From an optimization exercise on the open Yosys and OpenROAD flow, aimed at small area, a short achievable clock period and few clock cycles; shortcuts taken in it are not production practice.
Function was checked by simulation only, so behaviour that the tests miss may differ from the original.
No activity file was given, so power comes from the tool's default toggle rates.

<file path="flow/design.v">
`timescale 1ns / 1ps
module RV32ICore(
    input         CPU_CLK,
    input         CPU_RST,
    output [31:0] imem_addr,
    input  [31:0] imem_rdata,
    output        dmem_rd,
    output [3:0]  dmem_wstrb,
    output [31:0] dmem_addr,
    output [31:0] dmem_wdata,
    input  [31:0] dmem_rdata,
    input         dmem_wait
    );
    wire clk = CPU_CLK;
    wire rst = CPU_RST;
    reg  [31:0] pc_f;
    reg  [31:0] pc_r, pc_d;
    reg         v_r, pt_r, v_d, pt_d, rhold;
    reg  [31:0] rbuf, ir;
    reg         bp_v;
    reg  [31:0] bp_tag, bp_tgt;
    reg         e_valid, e_pt, e_ptf;
    reg  [31:0] e_pc, e_a, e_b, e_x;
    reg  [4:0]  e_rd;
    reg         e_we, e_load, e_store, e_br, e_jal, e_jalr, e_csr;
    reg         e_off4, e_off8, e_off12, e_bwd;
    reg  [2:0]  e_f3;
    reg         e_sub, e_left, e_arith;
    reg         r_add, r_slt, r_sltu, r_xor, r_or, r_and, r_sh, r_link;
    reg  [3:0]  e_csr_a;
    reg         c_eq, c_ne, c_lt, c_ge, c_ltu, c_geu;
    reg         m_we, m_rdreq, m_load;
    reg  [3:0]  m_wstrb;
    reg  [31:0] m_res, m_wdata, m_pc4;
    reg         m_csr_we;
    reg  [3:0]  m_csr_a;
    reg  [4:0]  m_rd;
    reg  [2:0]  m_f3;
    reg         w_we, w_load;
    reg  [4:0]  w_rd;
    reg  [31:0] w_res;
    reg  [2:0]  w_f3;
    reg  [31:0] rf [1:31];
    reg  [31:1] rf_v;
    reg  [31:0] csr [0:15];
    reg  [15:0] csr_v;
    wire stall_m = (m_rdreq | (|m_wstrb)) & dmem_wait;
    wire redirect;
    wire [31:0] redirect_pc;
    wire luse;
    wire skip1, skip2;
    wire id_redir;
    wire [31:0] d_tgt, d_btgt;
    assign imem_addr = pc_f;
    wire bp_hit = bp_v & (pc_f == bp_tag);
    wire [31:0] inst_r = rhold ? rbuf : imem_rdata;
    always @(posedge clk) begin
        if (~rhold) rbuf <= imem_rdata;
        if (~luse) begin
            pc_r <= pc_f;
            pt_r <= bp_hit;
            ir <= inst_r;
            pc_d <= pc_r;
            pt_d <= pt_r;
        end
    end
    always @(posedge clk) begin
        if (rst) begin
            pc_f <= 32'b0;
            v_r <= 1'b0;
            v_d <= 1'b0;
            rhold <= 1'b0;
        end else if (stall_m) begin
            pc_f <= m_pc4;
            v_r <= 1'b0;
            v_d <= 1'b0;
            rhold <= 1'b0;
        end else if (redirect) begin
            pc_f <= redirect_pc;
            v_r <= 1'b0;
            v_d <= 1'b0;
            rhold <= 1'b0;
        end else if (id_redir) begin
            pc_f <= d_btgt;
            v_r <= 1'b0;
            v_d <= 1'b0;
            rhold <= 1'b0;
        end else if (luse) begin
            rhold <= 1'b1;
            if (skip1 | skip2) v_d <= 1'b0;
            if (skip2) v_r <= 1'b0;
        end else begin
            pc_f <= bp_hit ? bp_tgt : pc_f + 32'd4;
            v_r <= 1'b1;
            v_d <= v_r & ~skip2;
            rhold <= 1'b0;
        end
    end
    wire [31:0] inst = ir;
    wire [6:0] op  = inst[6:0];
    wire [4:0] rd  = inst[11:7];
    wire [2:0] f3  = inst[14:12];
    wire [4:0] rs1 = inst[19:15];
    wire [4:0] rs2 = inst[24:20];
    wire d_lui   = op == 7'b0110111;
    wire d_auipc = op == 7'b0010111;
    wire d_jal   = op == 7'b1101111;
    wire d_jalr  = op == 7'b1100111;
    wire d_br    = op == 7'b1100011;
    wire d_load  = op == 7'b0000011;
    wire d_store = op == 7'b0100011;
    wire d_opi   = op == 7'b0010011;
    wire d_op    = op == 7'b0110011;
    wire d_csr   = (op == 7'b1110011) & (f3[1:0] != 2'b00);
    wire d_csri  = d_csr & f3[2];
    wire d_wr    = d_lui | d_auipc | d_jal | d_jalr | d_load | d_opi | d_op | d_csr;
    wire d_we    = d_wr & (rd != 5'd0);
    wire use1    = d_jalr | d_br | d_load | d_store | d_opi | d_op | (d_csr & ~f3[2]);
    wire use2    = d_br | d_store | d_op;
    wire [31:0] imm_i = {{20{inst[31]}}, inst[31:20]};
    wire [31:0] imm_s = {{20{inst[31]}}, inst[31:25], inst[11:7]};
    wire [31:0] imm_b = {{19{inst[31]}}, inst[31], inst[7], inst[30:25], inst[11:8], 1'b0};
    wire [31:0] imm_u = {inst[31:12], 12'b0};
    wire [31:0] imm_j = {{11{inst[31]}}, inst[31], inst[19:12], inst[20], inst[30:21], 1'b0};
    wire [31:0] d_imm = d_store ? imm_s :
                        d_br    ? imm_b :
                        (d_lui | d_auipc) ? imm_u :
                        d_jal   ? imm_j : imm_i;
    reg  [31:0] rf1, rf2;
    integer ri;
    always @(*) begin
        rf1 = 32'b0;
        rf2 = 32'b0;
        for (ri = 1; ri < 32; ri = ri + 1) begin
            rf1 = rf1 | ({32{rs1 == ri && rf_v[ri]}} & rf[ri]);
            rf2 = rf2 | ({32{rs2 == ri && rf_v[ri]}} & rf[ri]);
        end
    end
    wire [31:0] w_ext;
    wire [31:0] w_data = w_load ? w_ext : w_res;
    wire m_hit1 = m_we & ~m_load & (m_rd == rs1);
    wire m_hit2 = m_we & ~m_load & (m_rd == rs2);
    wire w_hit1 = w_we & (w_rd == rs1);
    wire w_hit2 = w_we & (w_rd == rs2);
    wire [31:0] byp1 = m_hit1 ? m_res : w_hit1 ? w_data : rf1;
    wire [31:0] byp2 = m_hit2 ? m_res : w_hit2 ? w_data : rf2;
    wire e_hit1 = e_valid & e_we & (e_rd == rs1);
    wire e_hit2 = e_valid & e_we & (e_rd == rs2);
    wire [31:0] result;
    wire [31:0] fwd1 = e_hit1 ? result : byp1;
    wire [31:0] fwd2 = e_hit2 ? result : byp2;
    assign d_tgt = d_jal ? pc_d + imm_j : d_btgt;
    assign d_btgt = pc_d + imm_b;
    wire d_pred  = d_br & inst[31];
    assign id_redir = v_d & ~pt_d & d_pred & ~luse & ~stall_m & ~redirect & ~skip1 & ~skip2;
    assign luse = v_d & (
        (use1 & ((e_hit1 & e_load) | (m_we & m_load & (m_rd == rs1)))) |
        (use2 & ((e_hit2 & e_load) | (m_we & m_load & (m_rd == rs2)))));
    wire alu_r = d_op;
    wire alu_i = d_opi;
    wire is_alu = alu_r | alu_i;
    wire d_sub   = (alu_r & f3 == 3'b000 & inst[30]) | d_br | (is_alu & (f3 == 3'b010 | f3 == 3'b011));
    wire d_sh    = is_alu & (f3 == 3'b001 | f3 == 3'b101);
    always @(posedge clk) begin
        e_valid <= ~rst & v_d & ~stall_m & ~redirect & ~luse & ~skip1 & ~skip2;
        begin
            e_pt    <= pt_d | (~pt_d & d_pred);
            e_ptf   <= pt_d;
            e_pc    <= pc_d;
            e_a     <= d_lui ? 32'b0 : d_auipc ? pc_d : d_csri ? {27'b0, rs1} : fwd1;
            e_b     <= (d_op | d_br) ? fwd2 : d_imm;
            e_x     <= d_store ? fwd2 : d_tgt;
            e_bwd   <= d_imm[31];
            e_off4  <= (d_br | d_jal) & (d_imm == 32'd4);
            e_off8  <= (d_br | d_jal) & (d_imm == 32'd8);
            e_off12 <= (d_br | d_jal) & (d_imm == 32'd12);
            e_rd    <= rd;
            e_we    <= d_we;
            e_load  <= d_load;
            e_store <= d_store;
            e_br    <= d_br;
            e_jal   <= d_jal;
            e_jalr  <= d_jalr;
            e_csr   <= d_csr;
            e_f3    <= f3;
            c_eq    <= d_br & (f3 == 3'b000);
            c_ne    <= d_br & (f3 == 3'b001);
            c_lt    <= d_br & (f3 == 3'b100);
            c_ge    <= d_br & (f3 == 3'b101);
            c_ltu   <= d_br & (f3 == 3'b110);
            c_geu   <= d_br & (f3 == 3'b111);
            e_sub   <= d_sub;
            e_left  <= f3 == 3'b001;
            e_arith <= inst[30];
            r_add   <= ~(is_alu & f3 != 3'b000) & ~d_jal & ~d_jalr & ~d_csr;
            r_slt   <= is_alu & f3 == 3'b010;
            r_sltu  <= is_alu & f3 == 3'b011;
            r_xor   <= is_alu & f3 == 3'b100;
            r_or    <= is_alu & f3 == 3'b110;
            r_and   <= is_alu & f3 == 3'b111;
            r_sh    <= d_sh;
            r_link  <= d_jal | d_jalr;
            e_csr_a <= inst[23:20];
        end
    end
    wire [31:0] a   = e_a;
    wire [31:0] b   = e_b;
    wire [31:0] bx  = e_sub ? ~b : b;
    wire [32:0] sum = {1'b0, a} + {1'b0, bx} + {32'b0, e_sub};
    wire ltu = ~sum[32];
    wire lt  = (a[31] == b[31]) ? sum[31] : a[31];
    wire eq  = (a == b);
    function [31:0] rev32(input [31:0] x);
        integer k;
        for (k = 0; k < 32; k = k + 1) rev32[k] = x[31-k];
    endfunction
    wire [31:0] sh_in  = e_left ? rev32(a) : a;
    wire        sh_fill = e_arith & ~e_left & sh_in[31];
    wire [31:0] sh_r   = (sh_in >> b[4:0]) | ({32{sh_fill}} & ~(32'hffffffff >> b[4:0]));
    wire [31:0] sh_out = e_left ? rev32(sh_r) : sh_r;
    wire [31:0] pc4 = e_pc + 32'd4;
    wire [31:0] tgt = e_x;
    reg  [31:0] csr_rd;
    integer ci;
    always @(*) begin
        csr_rd = 32'b0;
        for (ci = 0; ci < 16; ci = ci + 1)
            csr_rd = csr_rd | ({32{e_csr_a == ci && csr_v[ci]}} & csr[ci]);
    end
    wire [31:0] csr_old = (m_csr_we && m_csr_a == e_csr_a) ? m_wdata : csr_rd;
    wire [31:0] csr_new = (e_f3[1:0] == 2'b01) ? a :
                          (e_f3[1:0] == 2'b10) ? (csr_old | a) : (csr_old & ~a);
    assign result =
        ({32{r_add}}  & sum[31:0]) |
        ({32{r_slt}}  & {31'b0, lt}) |
        ({32{r_sltu}} & {31'b0, ltu}) |
        ({32{r_xor}}  & (a ^ b)) |
        ({32{r_or}}   & (a | b)) |
        ({32{r_and}}  & (a & b)) |
        ({32{r_sh}}   & sh_out) |
        ({32{r_link}} & pc4) |
        ({32{e_csr}}  & csr_old);
    wire br_taken = (c_eq & eq) | (c_ne & ~eq) | (c_lt & lt) | (c_ge & ~lt) |
                    (c_ltu & ltu) | (c_geu & ~ltu);
    wire jump    = e_jal | br_taken;
    wire sk1     = jump & ~e_pt & e_off8 & ~pt_d;
    wire sk2     = jump & ~e_pt & e_off12 & ~pt_d & ~pt_r;
    assign skip1 = e_valid & sk1;
    assign skip2 = e_valid & sk2;
    assign redirect = e_valid & (e_jalr | (jump & ~e_pt & ~e_off4 & ~sk1 & ~sk2) | (e_pt & ~jump));
    assign redirect_pc = e_jalr ? sum[31:0] : (br_taken | e_jal) ? tgt : pc4;
    wire [3:0] strb = (e_f3[1:0] == 2'b00) ? (4'b0001 << sum[1:0]) :
                      (e_f3[1:0] == 2'b01) ? (sum[1] ? 4'b1100 : 4'b0011) : 4'b1111;
    wire [31:0] wd  = (e_f3[1:0] == 2'b00) ? {4{e_x[7:0]}} :
                      (e_f3[1:0] == 2'b01) ? {2{e_x[15:0]}} : e_x;
    always @(posedge clk) begin
        if (rst) begin
            csr_v <= 16'b0;
        end else if (m_csr_we) begin
            csr_v[m_csr_a] <= 1'b1;
        end
        if (m_csr_we)
            csr[m_csr_a] <= m_wdata;
    end
    always @(posedge clk) begin
        if (rst)
            bp_v <= 1'b0;
        else if (e_valid & e_br & e_bwd & ~e_ptf) begin
            bp_v <= br_taken;
            bp_tag <= e_pc;
            bp_tgt <= tgt;
        end
    end
    always @(posedge clk) begin
        if (rst) begin
            m_we <= 1'b0; m_rdreq <= 1'b0; m_wstrb <= 4'b0; m_load <= 1'b0;
            m_csr_we <= 1'b0;
        end else if (~stall_m) begin
            m_we    <= e_valid & e_we;
            m_csr_we <= e_valid & e_csr;
            m_rdreq <= e_valid & e_load;
            m_wstrb <= (e_valid & e_store) ? strb : 4'b0;
            m_load  <= e_load;
            m_res   <= result;
            m_wdata <= e_csr ? csr_new : wd;
            m_csr_a <= e_csr_a;
            m_pc4   <= pc4;
            m_rd    <= e_rd;
            m_f3    <= e_f3;
        end
    end
    assign dmem_rd    = m_rdreq;
    assign dmem_wstrb = m_wstrb;
    assign dmem_addr  = m_res;
    assign dmem_wdata = m_wdata;
    always @(posedge clk) begin
        if (rst) begin
            w_we <= 1'b0;
        end else begin
            w_we <= m_we & ~stall_m;
        end
        w_load <= m_load;
        w_rd   <= m_rd;
        w_res  <= m_res;
        w_f3   <= m_f3;
    end
    wire [15:0] w_half = w_res[1] ? dmem_rdata[31:16] : dmem_rdata[15:0];
    wire [7:0]  w_byte = w_res[0] ? w_half[15:8] : w_half[7:0];
    assign w_ext = (w_f3[1:0] == 2'b00) ? {{24{w_byte[7] & ~w_f3[2]}}, w_byte} :
                   (w_f3[1:0] == 2'b01) ? {{16{w_half[15] & ~w_f3[2]}}, w_half} : dmem_rdata;
    always @(posedge clk) begin
        if (w_we) rf[w_rd] <= w_data;
    end
    always @(posedge clk) begin
        if (rst) rf_v <= 31'b0;
        else if (w_we) rf_v[w_rd] <= 1'b1;
    end
endmodule
</file>
<file path="flow/flow/run.sh">
#!/bin/bash
# The standard layout (the standard.sh: standard synthesis, floorplan,
# place, CTS, route, finish) with a larger setup margin for ORFS's
# repair_timing, so that timing repair keeps working below the period.
# Clock, constraints and every other setting are the standard flow's.
set -euo pipefail
bash standard.sh SETUP_SLACK_MARGIN=8 finish > standard_flow.log 2>&1
</file>
<file path="flow/standard.sh">
#!/bin/bash
# synth_recipe.tcl (not shown) runs the flow's synth.tcl, then flattens the netlist and writes it again
# the make line also repeats each setting of config.mk as NAME=value (left out here)
make -C /OpenROAD-flow-scripts/flow DESIGN_CONFIG=/design/flow/config.mk WORK_HOME=/design/flow/orfs CLKGATE_MAP_FILE= SYNTH_SCRIPT=/design/flow/synth_recipe.tcl "${@:-finish}"
</file>
<file path="flow/config.mk">
export PLATFORM = sky130hd
export DESIGN_NAME = RV32ICore
export DESIGN_NICKNAME = RV32ICore
export VERILOG_FILES = /design/flow/design.v
export SDC_FILE = /design/flow/constraint.sdc
export NUM_CORES = 4
export LEC_CHECK = 0
export CAP_MARGIN = 20
export CELL_PAD_IN_SITES_DETAIL_PLACEMENT = 1
export CELL_PAD_IN_SITES_GLOBAL_PLACEMENT = 2
export CORE_MARGIN = 2
export CORE_UTILIZATION = 30
export CTS_BUF_LIST = sky130_fd_sc_hd__clkbuf_8 sky130_fd_sc_hd__clkbuf_16
export SLEW_MARGIN = 20
</file>
<file path="flow/constraint.sdc">
create_clock -name core_clock -period 12.0 [get_ports {CPU_CLK}]
set_input_delay 2.4000 -clock core_clock [delete_from_list [all_inputs] [get_ports {CPU_CLK}]]
set_output_delay 2.4000 -clock core_clock [all_outputs]
set_load 0.01 [all_outputs]
</file>
==> results list, run 1 <==
- The number of failing hold endpoints at the final stage is 0.
- In this run the count of I/O pins placed on the die edge is 168.
- The most used flip-flop cell after synthesis is sky130_fd_sc_hd__edfxtp_1.
- Total buffers and inverters traversed by the critical path: 5
* Standard-cell row count: 206
- The H-tree was split into 4 levels.
- The total area inside the core boundary comes to 315000 µm².
- After synthesis, the cell types taking the most area are sky130_fd_sc_hd__edfxtp_1, sky130_fd_sc_hd__dfxtp_1, sky130_fd_sc_hd__a221oi_1.
- Once layout is done, the placed cells without fillers occupy 116000 µm².
* Count of input and output buffers: 167
- Synthesis-stage register bit count: 2110
- In this run the vertical extent of the chip is 568 µm.
* Num CTS Buffers: 229
- The congestion estimate from routability-driven global placement came to 0.978.
- Least-Margin Pin Slew: 1.26 ns
- Starting Density: 0.302
- The number of global-route vias before repair was 77000.
- Counting distinct cell types in the post-synthesis netlist gives 92.
* Layout-stage area growth over the synthesis result: 22.1%
- Number of filler cells placed in the layout: 33000
- Largest fanout on the critical path: 16
- The number of nets handed over by synthesis was 7725.
- Final HPWL DP: 324 mm
- Number of nets with antenna violations after routing: 0
- Pin count of the biggest net entering global routing: 84
- Congestion Overflow GR: 0
* Share of the core filled with cells in the final layout: 0.369
* Slowest cell on the critical path: sky130_fd_sc_hd__o31a_1
- The mapped netlist covers 95300 µm².
* Arrival time at the worst endpoint: 5.09 ns
- Sequential-to-total area share from yosys stat: 0.630
- In this run the tightest slew margin relative to its limit is 0.155.
- Vias per std cell: 6.46
- Unrepaired setup endpoints after global routing: yes
- Setup violations remaining at the end of the flow were counted as 0.
* Power density over cell area: 142 nW/µm²
- In this run the worst hold path is classified as reg2reg.
- Post-synthesis async set-or-reset flop share: 0
- Area leader, netlist: sky130_fd_sc_hd__edfxtp_1
- Global-route wire length before repair: 703 mm
- Wire per inst: 43.2 µm
- In this run the register-to-register setup slack is 7.67 ns.
* Worst-case vdd ir drop: 122 µV
- Post-DP Area: 103000 µm²
- Area share of the largest cell type after synthesis: 0.559
* Initial DRT Pass Iterations: 8
- For this run, the number of Yosys warnings is 1.
* Leakage power total: 0.0398 µW
- Worst setup path category: reg2reg
* Accumulated negative setup slack: 0 ns
- The sequential cells in the finished layout cover a total of 60200 µm².
- For this run, the top clock speed supported by timing is 231 MHz.
* CTS clk-pin slew, worst paths: 0.06 ns
* CP Data Required Time: 12.76 ns
- Counting every instance in the synthesized netlist gives 7498.
- Die width: 568 µm
- On the critical path the largest part of the delay comes from compound AO/OA/AOI/OAI gates.
* Die area: 322000 µm²
- The tree built by TritonCTS fans out to 2110 sinks.
- Synthesized area per cell: 12.7 µm²
* Worst setup skew after layout: 0.0814 ns
* DRC violations left: 0
- Area taken by multi-input logic gates: 35200 µm²
* Clock Tree Buf Depth: 4
- Clock latency on the worst-skew pair, taken at its later pin, is 0.98 ns.
- The number of antenna violations at the first check in global routing was 28.
* Slowest cell delay on critical path: 0.41 ns
* Crit end category: register
- EDFF count, synth: 1774
* Max Cap Viol: 0
- Across every metal layer, demand over resource in global routing totals 0.317.
- CTS tree: done
- For this block, the routed nets add up to 531 mm of wire.
- Clock period minus worst slack: 4.33 ns
* Max-slew violation total from the final report: 0
- Number of vias after detailed routing: 79500
- In the final layout, the share of cells above drive strength 1 is 0.209.
* Drt first-iter violations: 12500
- Element type at the critical path start: register
- Final cycle utilization of the critical path: 0.361
- Root Buffer: sky130_fd_sc_hd__clkbuf_16
- Cells traversed along the worst timing path: buf_12 > buf_16 > xor2_1 > ha_1 > and3_1 > nand3_1 > o31a_1 > o21a_1 > o211ai_1 > nand4_1 > buf_4 > nor2_4 > buf_12 > clkbuf_16 > mux2i_1 > mux2i_1 > a22oi_1 > o221ai_2
- After the last flow step, the layout net total stands at 8152.
* Outcome: timing/DRC/antenna clean
## cells in the mapped netlist (128+ instances only)
cell,instances
sky130_fd_sc_hd__a21oi_1,352
sky130_fd_sc_hd__nand4_1,149
sky130_fd_sc_hd__clkbuf_1,491
sky130_fd_sc_hd__o21ai_0,292
sky130_fd_sc_hd__nor2_1,443
sky130_fd_sc_hd__a22oi_1,360
sky130_fd_sc_hd__a22o_1,448
sky130_fd_sc_hd__xor2_1,128
sky130_fd_sc_hd__nand2_1,414
sky130_fd_sc_hd__dfxtp_1,336
sky130_fd_sc_hd__inv_1,167
sky130_fd_sc_hd__nor3_1,138
sky130_fd_sc_hd__ha_1,157
sky130_fd_sc_hd__edfxtp_1,1774
sky130_fd_sc_hd__a221oi_1,463
sky130_fd_sc_hd__nand3_1,147
## state kept, by name (all words and copies together), names as in the netlist, 16 cells and up
signal,flops
pc_d,32
pc_f,32
pc_r,32
ir,32
rbuf,32
m_res,32
m_wdata,32
e_x,32
w_res,32
bp_tgt,32
bp_tag,32
rf,992
e_pc,32
e_a,32
rf_v,31
csr,512
m_pc4,32
csr_v,16
e_b,32
## cell type report
type	instances	area share
timing repair inverter	4	0.000204
clock buffer	238	0.0505
timing repair buffer	758	0.0628
clock inverter	188	0.0152
sequential	2110	0.517
inverter	171	0.00611
antenna	25	0.000538
tap	4160	0.0447
multi-input combinational	4651	0.302
## logic make-up (layout without fill, tap and decap cells)
logic type	Yosys count	count (layout)	share of synthesized area
xor+xnor	240	240	0.0221
other cells	0	25	0
compound gates	2385	2385	0.187
mux	208	218	0.0271
buf+inv	754	1359	0.0301
simple gates	1641	1648	0.0828
fa+ha+maj	160	160	0.0212
flops	2110	2110	0.630
## metrics by stage
stage                     setup slack (ns)  std cells  hold WS [ns]  power [µW]
after detailed placement              5.73      11500         0.334        9110
after global placement                5.78      11500         0.335        9100
after global routing                  7.53      12300         0.361       16900
after CTS                             7.73      12200         0.348       16500
after floorplan                       6.81       7498         0.323        8640
final                                 7.67      12300         0.349       16500
## placed cells by master (no fill, tap or decap), drive strengths merged, types with 30 or more instances in the layout
cell type,count
nor4,30
a211oi,95
a22o,448
clkbuf,245
bufinv,30
nand4,149
clkdlybuf4s15,32
a221oi,463
nand3,147
dfxtp,336
nor3,139
nor2,451
ha,157
mux2,79
mux4,33
mux2i,106
edfxtp,1774
a21o,30
o211ai,50
buf,650
xor2,128
a22oi,360
inv,223
a21oi,353
xnor2,112
a222oi,66
o21ai,300
clkinv,88
nor2b,53
clkdlybuf4s50,55
nand2b,38
and3,126
nand2,415
## metal layers
layer  vias up  GRT usage  routed length [µm]
li1      30900          -                   -
met1     41500      0.391              199000
met2      5466      0.497              238000
met3      1617     0.0678               49900
met4        14      0.221               44800
met5         -   0.000297                 222
## repair_timing
item | 4_1_cts | 5_1_grt
hold buffers | 0 | 0
cloned | 34 | 6
gates resized for setup | 910 | 194
endpoints found under the setup margin | 972 | 258
pin swaps | 63 | 54
buffers inserted | 242 | 39
## final timing paths
| kind | start | to | cells after the start |
|---|---|---|---|
| worst max-delay path | e_sub | pc_f[23] | 18 |
| worst min-delay path | m_f3[1] | w_f3[1] | 0 |
| worst max register to register | e_sub | pc_f[23] | 18 |
| worst min register to register | m_f3[1] | w_f3[1] | 0 |
## power breakdown
| part | switching, µW | internal, µW | leakage [µW] |
|---|---|---|---|
| Combinational | 669 | 323 | 0.0167 |
| Sequential | 133 | 8040 | 0.0191 |
| Clock | 3180 | 4170 | 0.00391 |
Testbench counts, summed over its fixed seeds: cycles 30,850.
==> run 2: changes to the inputs <==
--- a/flow/flow/run.sh
+++ b/flow/flow/run.sh
@@ -4,4 +4,4 @@
 # repair_timing, so that timing repair keeps working below the period.
 # Clock, constraints and every other setting are the standard flow's.
 set -euo pipefail
-bash standard.sh SETUP_SLACK_MARGIN=8 finish > standard_flow.log 2>&1
+bash standard.sh SETUP_SLACK_MARGIN=9 finish > standard_flow.log 2>&1
==> flow/config.mk (replaced) <==
export PLATFORM = sky130hd
export DESIGN_NAME = RV32ICore
export DESIGN_NICKNAME = RV32ICore
export VERILOG_FILES = /design/flow/design.v
export SDC_FILE = /design/flow/constraint.sdc
export NUM_CORES = 4
export LEC_CHECK = 0
export CAP_MARGIN = 20
export CELL_PAD_IN_SITES_DETAIL_PLACEMENT = 0
export CELL_PAD_IN_SITES_GLOBAL_PLACEMENT = 1
export CORE_MARGIN = 2
export CORE_UTILIZATION = 50
export CTS_BUF_LIST = sky130_fd_sc_hd__clkbuf_4 sky130_fd_sc_hd__clkbuf_8
export SLEW_MARGIN = 20
==> results list, run 2 <==
* Outcome: timing/DRC/antenna clean
- Global-route wire length before repair: 666 mm (-5.3%)
- Worst skew pair latency: 1.13 ns (+0.15 ns)
- Clock network fraction of total power: 0.417 (-0.028)
* Finished Layout Cells: 11400 (-7.3%)
- Element type at the critical path start: register
- Number of vias after detailed routing: 85400 (+7.4%)
- Standard-cell row count: 160 (-22%)
- Achievable clock frequency: 234 MHz (+1.2%)
- Relative contribution of sequential cells to total power: 0.506 (+0.011)
- CTS clk-pin slew, worst paths: 0.06 ns (about the same)
- TritonCTS built the clock tree.
- Post-Route WL: 506 mm (-4.9%)
- The number of antenna violations at the first check in global routing came to 32 (+14%).
- Setup repair after global routing could not meet its margin everywhere.
- The largest net degree at the start of global routing was 77 (-8.3%).
- Starting Density: 0.502 (+0.200)
- Max Cap Viol: 0 (unchanged)
- Max H-tree Level: 5 (+1)
* Count of boundary I/O pins: 168 (unchanged)
- The post-placement cell area was 101000 µm² (-2.1%).
* Power density over cell area: 130 nW/µm² (-8.7%)
- After synthesis, the cell types taking the most area are sky130_fd_sc_hd__edfxtp_1, sky130_fd_sc_hd__dfxtp_1, sky130_fd_sc_hd__a221oi_1.
- The count of final setup violators is 0 (unchanged).
- Top cell types by occurrence after synthesis: sky130_fd_sc_hd__edfxtp_1, sky130_fd_sc_hd__clkbuf_1, sky130_fd_sc_hd__a221oi_1, sky130_fd_sc_hd__a22o_1, sky130_fd_sc_hd__nor2_1
- The post-detailed-placement half-perimeter wirelength came to 283 mm (-13%).
* Relative max-transition margin: 0.105 (-0.0504)
* Wire per inst: 44.3 µm (+2.6%)
- The DRC violation count after routing came to 0 (unchanged).
- The sequential cell area fraction in the yosys report is 0.630 (unchanged).
- Number of clock sinks: 2110 (unchanged)
- The count of yosys warnings during synthesis came to 1 (unchanged).
* Worst setup skew after layout: 0.0963 ns (+0.0149 ns)
* Area leader, netlist: sky130_fd_sc_hd__edfxtp_1
- Final cycle utilization of the critical path: 0.356 (-0.00432)
- Synthesized Nets: 7725 (unchanged)
- EDFF count, synth: 1774 (unchanged)
- Power Internal: 12200 µW (-2.7%)
* Worst-case vdd ir drop: 132 µV (+9.0%)
* Crit end category: register
- Post-synthesis async set-or-reset flop share: 0 (unchanged)
* GRT Overall Usage: 0.505 (+0.187)
- Die width: 441 µm (-22%)
- The count of buffers from port buffering came to 167 (unchanged).
- The critical path is of the reg2reg type.
* Least-Margin Pin Slew: 1.33 ns (+0.0750 ns)
- Drt first-iter violations: 16200 (+30%)
- The number of global-route vias before repair is 78800 (+2.3%).
- The path class of the tightest hold or removal check is reg2reg.
* Accumulated negative setup slack: 0 ns (unchanged)
- Met3 track utilization from global routing: 0.191 (+0.123)
* Congestion Overflow GR: 0 (unchanged)
- Die H: 441 µm (-22%)
* Layout net count: 8812 (+8.1%)
- Vias per std cell: 7.49 (+16%)
- Largest fanout on the critical path: 8 (-8)
- Share of the core filled with cells in the final layout: 0.657 (+0.289)
* Most frequent cells in the layout: sky130_fd_sc_hd__edfxtp_1, sky130_fd_sc_hd__buf_4, sky130_fd_sc_hd__a22o_1
- The mean instance size in the synthesized netlist is 12.7 µm² (unchanged).
* Die area: 194000 µm² (-40%)
- The max-slew violation total from the final report came to 0 (unchanged).
* Register containing the most flip-flops in the final layout: rf
- Most common cell after layout, fill and taps aside: sky130_fd_sc_hd__edfxtp_1
* Leading cell type by number of instances after synthesis: sky130_fd_sc_hd__edfxtp_1
* Root Buffer: sky130_fd_sc_hd__clkbuf_8
- The detailed-router iteration count before antenna repair is 10 (+2).
- Part of the power in combinational logic: 0.077 (+0.017)
- Last weighted congestion value of the routability-driven placer: 1.06 (+8.3%)
- The number of failing hold endpoints at the final stage is 0 (unchanged).
- The area growth from synthesis to layout is 30.9%.
* Number of nets with antenna violations after routing: 0 (unchanged)
- Met1 routing resource usage after global routing: 0.603 (+0.213)
- Largest register FFs: 992 (unchanged)
* Switching portion of total power: 0.245 (+0.00436)
* Leakage power total: 0.0442 µW (+11%)
* Area share of the largest cell type after synthesis: 0.559 (unchanged)
- M2 GR Usage: 0.712 (+0.215)
- The required time at the worst-slack endpoint came to 12.95 ns (+0.19 ns).
- The number of buffers added to fix hold violations after cts is 0 (unchanged).
- The combined area of all synthesized cells was 95300 µm² (unchanged).
- Hold Slack: 0.299 ns (-0.0502 ns)
* Top FF cell, synth: sky130_fd_sc_hd__edfxtp_1
- Post-placement cell count: 9840 (-15%)
- Synthesis-stage register bit count: 2110 (unchanged)
- The placeable core region is 190000 µm² (-40%).
- In the final layout, the registers with the most flip-flops are rf: 992 flops, csr: 512 flops.
- The CTS buffer count is 362 (+58%).
* Distinct cells, synth: 92 (unchanged)
- Clock period minus worst slack: 4.28 ns (-0.0518 ns)
* Proportion of layout cells with a drive suffix above 1: 0.329 (+0.119)
- GR peak layer: met2
- The summed area of non-filler cells in the final layout came to 125000 µm² (+7.2%).
- The number of buffers between clock root and the deepest sink came to 4 (unchanged).
- The gate count of the mapped netlist was 7498 (unchanged).
- The data arrival time at the worst-slack endpoint was 5.22 ns (+0.13 ns).
- The switching power of the nets is 3970 µW (-0.36%).
## run 2: changes by cell type in the layout (fill, tap and decap cells not counted), sizes merged, moves of 13 or more
cell,previous run,this run
clkdlybuf4s15,32,3
buf,650,1158
bufinv,30,17
clkinv,88,137
inv,223,175
clkdlybuf4s50,55,41
clkbuf,245,508
## run 2: power groups by stage
stage	logic, µW	clock network, µW	registers [µW]
2_1_floorplan	370	0	8280
3_3_place_gp	658	0	8380
3_5_place_dp	663	0	8390
4_1_cts	1080	6700	8170
5_1_grt	1270	7020	8170
6_report	1250	6740	8180
## run 2: per-layer routing
metal  wire length [µm]  up-vias
met4              57100       18
met5                276        -
met3              77000     2792
met1             165000    41600
li1                   -    32400
met2             206000     8634
## run 2: critical path, cell delays in order (launching register included)
cell                        delay (ns)
sky130_fd_sc_hd__dfxtp_4          0.43
sky130_fd_sc_hd__buf_12           0.20
sky130_fd_sc_hd__buf_6            0.12
sky130_fd_sc_hd__xor2_1           0.15
sky130_fd_sc_hd__ha_1             0.27
sky130_fd_sc_hd__o21a_1           0.18
sky130_fd_sc_hd__o31a_1           0.10
sky130_fd_sc_hd__buf_6            0.14
sky130_fd_sc_hd__o21ai_4          0.17
sky130_fd_sc_hd__o31a_1           0.31
sky130_fd_sc_hd__o21a_1           0.20
sky130_fd_sc_hd__o211ai_1         0.14
sky130_fd_sc_hd__and4_4           0.25
sky130_fd_sc_hd__a2111oi_4        0.43
sky130_fd_sc_hd__buf_4            0.20
sky130_fd_sc_hd__nor4_4           0.03
sky130_fd_sc_hd__buf_4            0.18
sky130_fd_sc_hd__buf_12           0.15
sky130_fd_sc_hd__buf_6            0.12
sky130_fd_sc_hd__nand2_4          0.04
sky130_fd_sc_hd__o21ai_2          0.05
sky130_fd_sc_hd__a221o_1          0.29
## run 2: worst paths after layout
path	from	end	slack [ns]	depth (start not counted)
hold / removal	m_f3[1]	w_f3[1]	0.30	0
setup reg to reg	e_sub	pc_f[25]	7.72	21
setup / recovery	e_sub	pc_f[25]	7.72	21
hold reg to reg	m_f3[1]	w_f3[1]	0.30	0
## run 2: cell type report
| class | instances | area (µm²) |
|---|---|---|
| repair buffers | 1251 | 14000 |
| fillers | 14100 | 65000 |
| diodes | 30 | 75.1 |
| multi-input cells | 4671 | 39000 |
| inverters | 171 | 792 |
| well taps | 2511 | 3140 |
| flip-flops and latches | 2110 | 60200 |
| repair inverters | 18 | 240 |
| clock buffers | 490 | 6120 |
| clock inverters | 154 | 1120 |
## run 2: cell families after synthesis
logic type / Yosys count / synth area share
buffers and inverters: 754 / 0.0301
XOR/XNOR: 240 / 0.0221
AO/OA/AOI/OAI: 2385 / 0.187
adder cells (fa/ha/maj): 160 / 0.0212
flip-flops: 2110 / 0.630
multiplexers: 208 / 0.0271
AND/OR/NAND/NOR: 1641 / 0.0828
## run 2: timing repair
item	4_1_cts	5_1_grt
pin swaps	338	227
endpoints found under the setup margin	1622	1396
gates resized for setup	2037	415
cloned	80	23
buffers inserted	628	160
hold endpoints to repair	0	0
## run 2: metrics by stage
stage               total power, µW  setup slack [ns]
floorplan                      8650              6.81
global route                  16500              7.63
finish                        16200              7.72
CTS                           15900              7.68
detailed placement             9050              6.11
global placement               9040              6.07
==> run 3: changes to the inputs <==
--- a/flow/design.v
+++ b/flow/design.v
@@ -242,12 +242,15 @@
         ({32{e_csr}}  & csr_old);
     wire br_taken = (c_eq & eq) | (c_ne & ~eq) | (c_lt & lt) | (c_ge & ~lt) |
                     (c_ltu & ltu) | (c_geu & ~ltu);
-    wire jump    = e_jal | br_taken;
-    wire sk1     = jump & ~e_pt & e_off8 & ~pt_d;
-    wire sk2     = jump & ~e_pt & e_off12 & ~pt_d & ~pt_r;
-    assign skip1 = e_valid & sk1;
-    assign skip2 = e_valid & sk2;
-    assign redirect = e_valid & (e_jalr | (jump & ~e_pt & ~e_off4 & ~sk1 & ~sk2) | (e_pt & ~jump));
+    wire s1      = e_off8 & ~pt_d;
+    wire s2      = e_off12 & ~pt_d & ~pt_r;
+    wire far     = ~e_off4 & ~s1 & ~s2;
+    wire r_fix   = e_valid & (e_jalr | (e_jal & ~e_pt & far) | (e_pt & ~e_br & ~e_jal));
+    wire r_tk    = e_valid & e_br & ~e_pt & far;
+    wire r_nt    = e_valid & e_br & e_pt;
+    assign skip1 = e_valid & ~e_pt & s1 & (e_jal | br_taken);
+    assign skip2 = e_valid & ~e_pt & s2 & (e_jal | br_taken);
+    assign redirect = r_fix | (r_tk & br_taken) | (r_nt & ~br_taken);
     assign redirect_pc = e_jalr ? sum[31:0] : (br_taken | e_jal) ? tgt : pc4;
     wire [3:0] strb = (e_f3[1:0] == 2'b00) ? (4'b0001 << sum[1:0]) :
                       (e_f3[1:0] == 2'b01) ? (sum[1] ? 4'b1100 : 4'b0011) : 4'b1111;
--- a/flow/flow/run.sh
+++ b/flow/flow/run.sh
@@ -4,4 +4,4 @@
 # repair_timing, so that timing repair keeps working below the period.
 # Clock, constraints and every other setting are the standard flow's.
 set -euo pipefail
-bash standard.sh SETUP_SLACK_MARGIN=9 finish > standard_flow.log 2>&1
+bash standard.sh SETUP_SLACK_MARGIN=8 finish > standard_flow.log 2>&1
==> results list, run 3 <==
- Pin count of the biggest net entering global routing: 73 (-5.2%)
- Wire per inst: 43.1 µm (-2.8%)
- Power Internal: 12000 µW (-1.4%)
- Worst-case setup margin in the final layout: 7.66 ns (-0.0602 ns)
- The critical path's largest stage delay came to 0.61 ns (+0.18 ns).
- The register bit count reported by yosys is 2110 (unchanged).
* Distinct cells, synth: 92 (unchanged)
- The total vias in the final route came to 80600 (-5.7%).
- The DRC violation count after routing was 0 (unchanged).
* Netlist area before placement: 95500 µm² (+0.20%)
- CP Data Required Time: 9.60 ns (-3.35 ns)
* Worst skew pair latency: 1.15 ns (+0.02 ns)
* Initial DRT Pass Iterations: 10 (unchanged)
* Unrepaired setup endpoints after global routing: yes
* Switching power summed over all nets: 3780 µW (-4.6%)
- Hold violation count in the final report: 0 (unchanged)
* CTS clk-pin slew, worst paths: 0.06 ns (about the same)
* Largest register FFs: 992 (unchanged)
- The total detailed-routing wirelength was 467 mm (-7.5%).
- Clock period minus worst slack: 4.34 ns (+0.0602 ns)
- For this run, the leading register cell type out of synthesis is sky130_fd_sc_hd__edfxtp_1.
- The library cells used most frequently in the layout, excluding fill and tap cells, are sky130_fd_sc_hd__edfxtp_1, sky130_fd_sc_hd__buf_4, sky130_fd_sc_hd__a22oi_1.
- Worst setup skew after layout: 0.118 ns (+0.0215 ns)
- Most common cell after layout, fill and taps aside: sky130_fd_sc_hd__edfxtp_1
* Kind of cell with the highest combined delay on the critical path: flip-flops
- Last weighted congestion value of the routability-driven placer: 1.04 (-1.7%)
- The largest individual stage delay along the critical path comes from the cell sky130_fd_sc_hd__edfxtp_1.
* Max Cap Viol: 0 (unchanged)
* Number of antenna violations at the first check in global routing: 26 (-19%)
- Arrival time at the worst endpoint: 1.94 ns (-3.28 ns)
- Area leader, netlist: sky130_fd_sc_hd__edfxtp_1
- The count of final setup violators was 0 (unchanged).
- STA classifies the critical path startpoint as a register.
* Power density over cell area: 140 nW/µm² (+8.1%)
- Die area: 194000 µm² (+0.20%)
- met2 is the most crowded layer.
* Area taken by multi-input logic gates: 35100 µm² (-10%)
- Part of the power in combinational logic: 0.056 (-0.021)
- Switching portion of total power: 0.239 (-0.00612)
* Synthesized Nets: 7774 (+0.63%)
- The die extent in y is 441 µm (about the same).
* Achievable clock frequency: 231 MHz (-1.4%)
* Hold Slack: 0.353 ns (+0.0537 ns)
* Worst-case vdd ir drop: 112 µV (-15%)
* M2 GR Usage: 0.678 (-0.0335)
* Top flop regs: rf: 992 flops, csr: 512 flops
* Top cell types by occurrence after synthesis: sky130_fd_sc_hd__edfxtp_1, sky130_fd_sc_hd__clkbuf_1, sky130_fd_sc_hd__nor2_1, sky130_fd_sc_hd__a22oi_1, sky130_fd_sc_hd__a221oi_1
- The initial core utilization came to 0.502 (about the same).
- Global-route wire length before repair: 623 mm (-6.4%)
* Number of buffers inserted by hold repair at cts: 0 (unchanged)
- Layout-stage area growth over the synthesis result: 18.2%
- Number of filler cells placed in the layout: 15400 (+9.6%)
- Place WS: 5.85 ns (-0.260 ns)
- The I/O pin count is 168 (unchanged).
- Least-Margin Pin Slew: 1.21 ns (-0.125 ns)
- Area share of the largest cell type after synthesis: 0.558 (-0.00111)
- The gate count of the mapped netlist is 7547 (+0.65%).
- Leading cell type by number of instances after synthesis: sky130_fd_sc_hd__edfxtp_1
- The mean instance size in the synthesized netlist was 12.6 µm² (-0.45%).
- The clock net sink count came to 2110 (unchanged).
- The DRC marker count from the first detailed-route iteration was 15300 (-5.9%).
- Total buffers and inverters traversed by the critical path: 1 (-6)
- Standard-cell row count: 160 (unchanged)
- Post-synthesis async set-or-reset flop share: 0 (unchanged)
- The total power after layout was 15800 µW (-2.2%).
- The max-slew violation total from the final report is 0 (unchanged).
- Proportion of layout cells with a drive suffix above 1: 0.226 (-0.103)
- The leakage power of the design was 0.0397 µW (-10%).
- The signal on the critical path passes through buf_2.
- The clock network fraction of total power came to 0.426 (+0.009).
* Root Buffer: sky130_fd_sc_hd__clkbuf_8
* Final HPWL DP: 284 mm (+0.29%)
* Final cycle utilization of the critical path: 0.361 (+0.00502)
- The register cell area after layout is 60200 µm² (about the same).
* Ranking of synthesized cells by area: sky130_fd_sc_hd__edfxtp_1, sky130_fd_sc_hd__dfxtp_1, sky130_fd_sc_hd__a221oi_1
- The setup TNS after final layout came to 0 ns (unchanged).
- Worst setup path category: reg2out
* CORE AREA: 190000 µm² (+0.11%)
- The number of vias per cell after detailed routing was 7.42 (-0.85%).
- The sequential cell area fraction in the yosys report was 0.628 (-0.00125).
- The met3 capacity usage during global routing is 0.154 (-0.0375).
- Hold Crit Class: reg2reg
* Max H-tree Level: 5 (unchanged)
- Die width: 441 µm (about the same)
- Outcome: timing/DRC/antenna clean
- The number of nets with antenna violations after detailed routing was 0 (unchanged).
- Largest fanout on the critical path: 2 (-6)
- The number of flops mapped to enable cells by yosys was 1774 (unchanged).
* Clock Tree Buf Depth: 4 (unchanged)
* Number of warning messages in the yosys log: 1 (unchanged)
* Relative max-transition margin: 0.195 (+0.0898)
* Count of input and output buffers: 167 (unchanged)
- The CTS buffer count came to 363 (+0.28%).
- Congestion Overflow GR: 0 (unchanged)
- CTS tree: done
- The number of global-route vias before repair was 75200 (-4.5%).
* Layout net count: 8291 (-5.9%)
- The register with the most flip-flops in the final layout is rf.
- The combined global-route utilization of all metal layers is 0.468 (-0.0367).
- The part of the power in registers came to 0.518 (+0.012).
* Crit end category: output pin
* Met1 routing resource usage after global routing: 0.575 (-0.0282)
==> run 3: area by class of cell <==
class,count,share of cell area
Sequential cell,2110,0.533
Timing Repair Buffer,732,0.0573
Multi-Input combinational cell,4689,0.311
Timing Repair inverter,4,0.000211
Clock buffer,492,0.0545
Tap cell,2511,0.0278
Inverter,164,0.00609
Antenna cell,19,0.000421
Clock inverter,132,0.00942
==> run 3: path summary, 6_finish.rpt <==
kind | start | to | slack [ns] | cells past startpoint
worst min register to register | m_f3[1] | w_f3[1] | 0.35 | 0
worst max-delay path | m_res[9] | dmem_addr[9] | 7.66 | 1
worst max register to register | e_a[28] | pc_f[20] | 7.67 | 13
worst min-delay path | m_f3[1] | w_f3[1] | 0.35 | 0
==> run 3: repair_timing <==
action,4_1_cts,5_1_grt
setup buffers,227,58
pin swaps,49,45
cloned,24,6
endpoints found under the setup margin,438,226
resized for setup,828,200
endpoints found under the hold margin,0,0
==> run 3: cells by family after synthesis <==
logic type	synth area share
AOI/OAI and AO/OA	0.185
xor gates and xnor gates	0.0214
buffers and inverters	0.0307
DFF	0.628
and+or+nand+nor	0.0856
adders and majority gates	0.0212
muxes	0.0276
==> run 3: routing by layer <==
layer | vias to the layer above | routed length, µm
met5 | - | 355
met4 | 16 | 47200
met3 | 2250 | 65400
met2 | 7525 | 196000
met1 | 39500 | 159000
li1 | 31300 | -
==> run 3: power by group through the flow <==
stage / Clock (µW) / Combinational (µW) / Sequential, µW
after floorplan: 0 / 347 / 8270
after global routing: 7020 / 908 / 8180
after global placement: 0 / 637 / 8390
final: 6730 / 888 / 8190
after CTS: 6710 / 812 / 8180
after detailed placement: 0 / 643 / 8390
==> run 3: metrics by stage <==
step | instances | util | instance area [µm²]
after floorplan | 7547 | - | 95900
after global placement | 9895 | 0.531 | 101000
after detailed placement | 9895 | 0.531 | 101000
after CTS | 10800 | 0.586 | 111000
after global routing | 10800 | 0.594 | 113000
final | 10900 | 0.594 | 113000
Testbench counts of run 3, summed over its fixed seeds: cycles 30,850.

port drivers added, routing unchanged:
Ports are ideal in the flow. The routed layouts listed here were re-timed in OpenROAD. Step 1 assumes that a clkbuf_16 drives the clock port and a buf_2 every other input. Step 2 adds t to the input delays and takes it off the output delays; t is the mean of the earliest and latest rising clock arrival at the registers after step 1. Input paths then give back, and output paths get back, about the clock's delay inside the block. a / b / c = no drivers / after step 1 / after step 2; a / b = the first two.
run	t, ns	setup slack, ns	worst setup path after step 2	worst data-port slew with drivers (ns)
run 1	1.036	7.671 / 7.671 / 7.054	input to register	0.09
run 2	1.174	7.722 / 7.626 / 6.999	input to register	0.08
run 3	1.184	7.662 / 7.571 / 6.889	input to register	0.08
After both steps setup and hold are still met in every run listed. For run 3, which loses most, drivers alone change the setup slack by -0.091 ns; drivers and shift together by -0.773 ns.
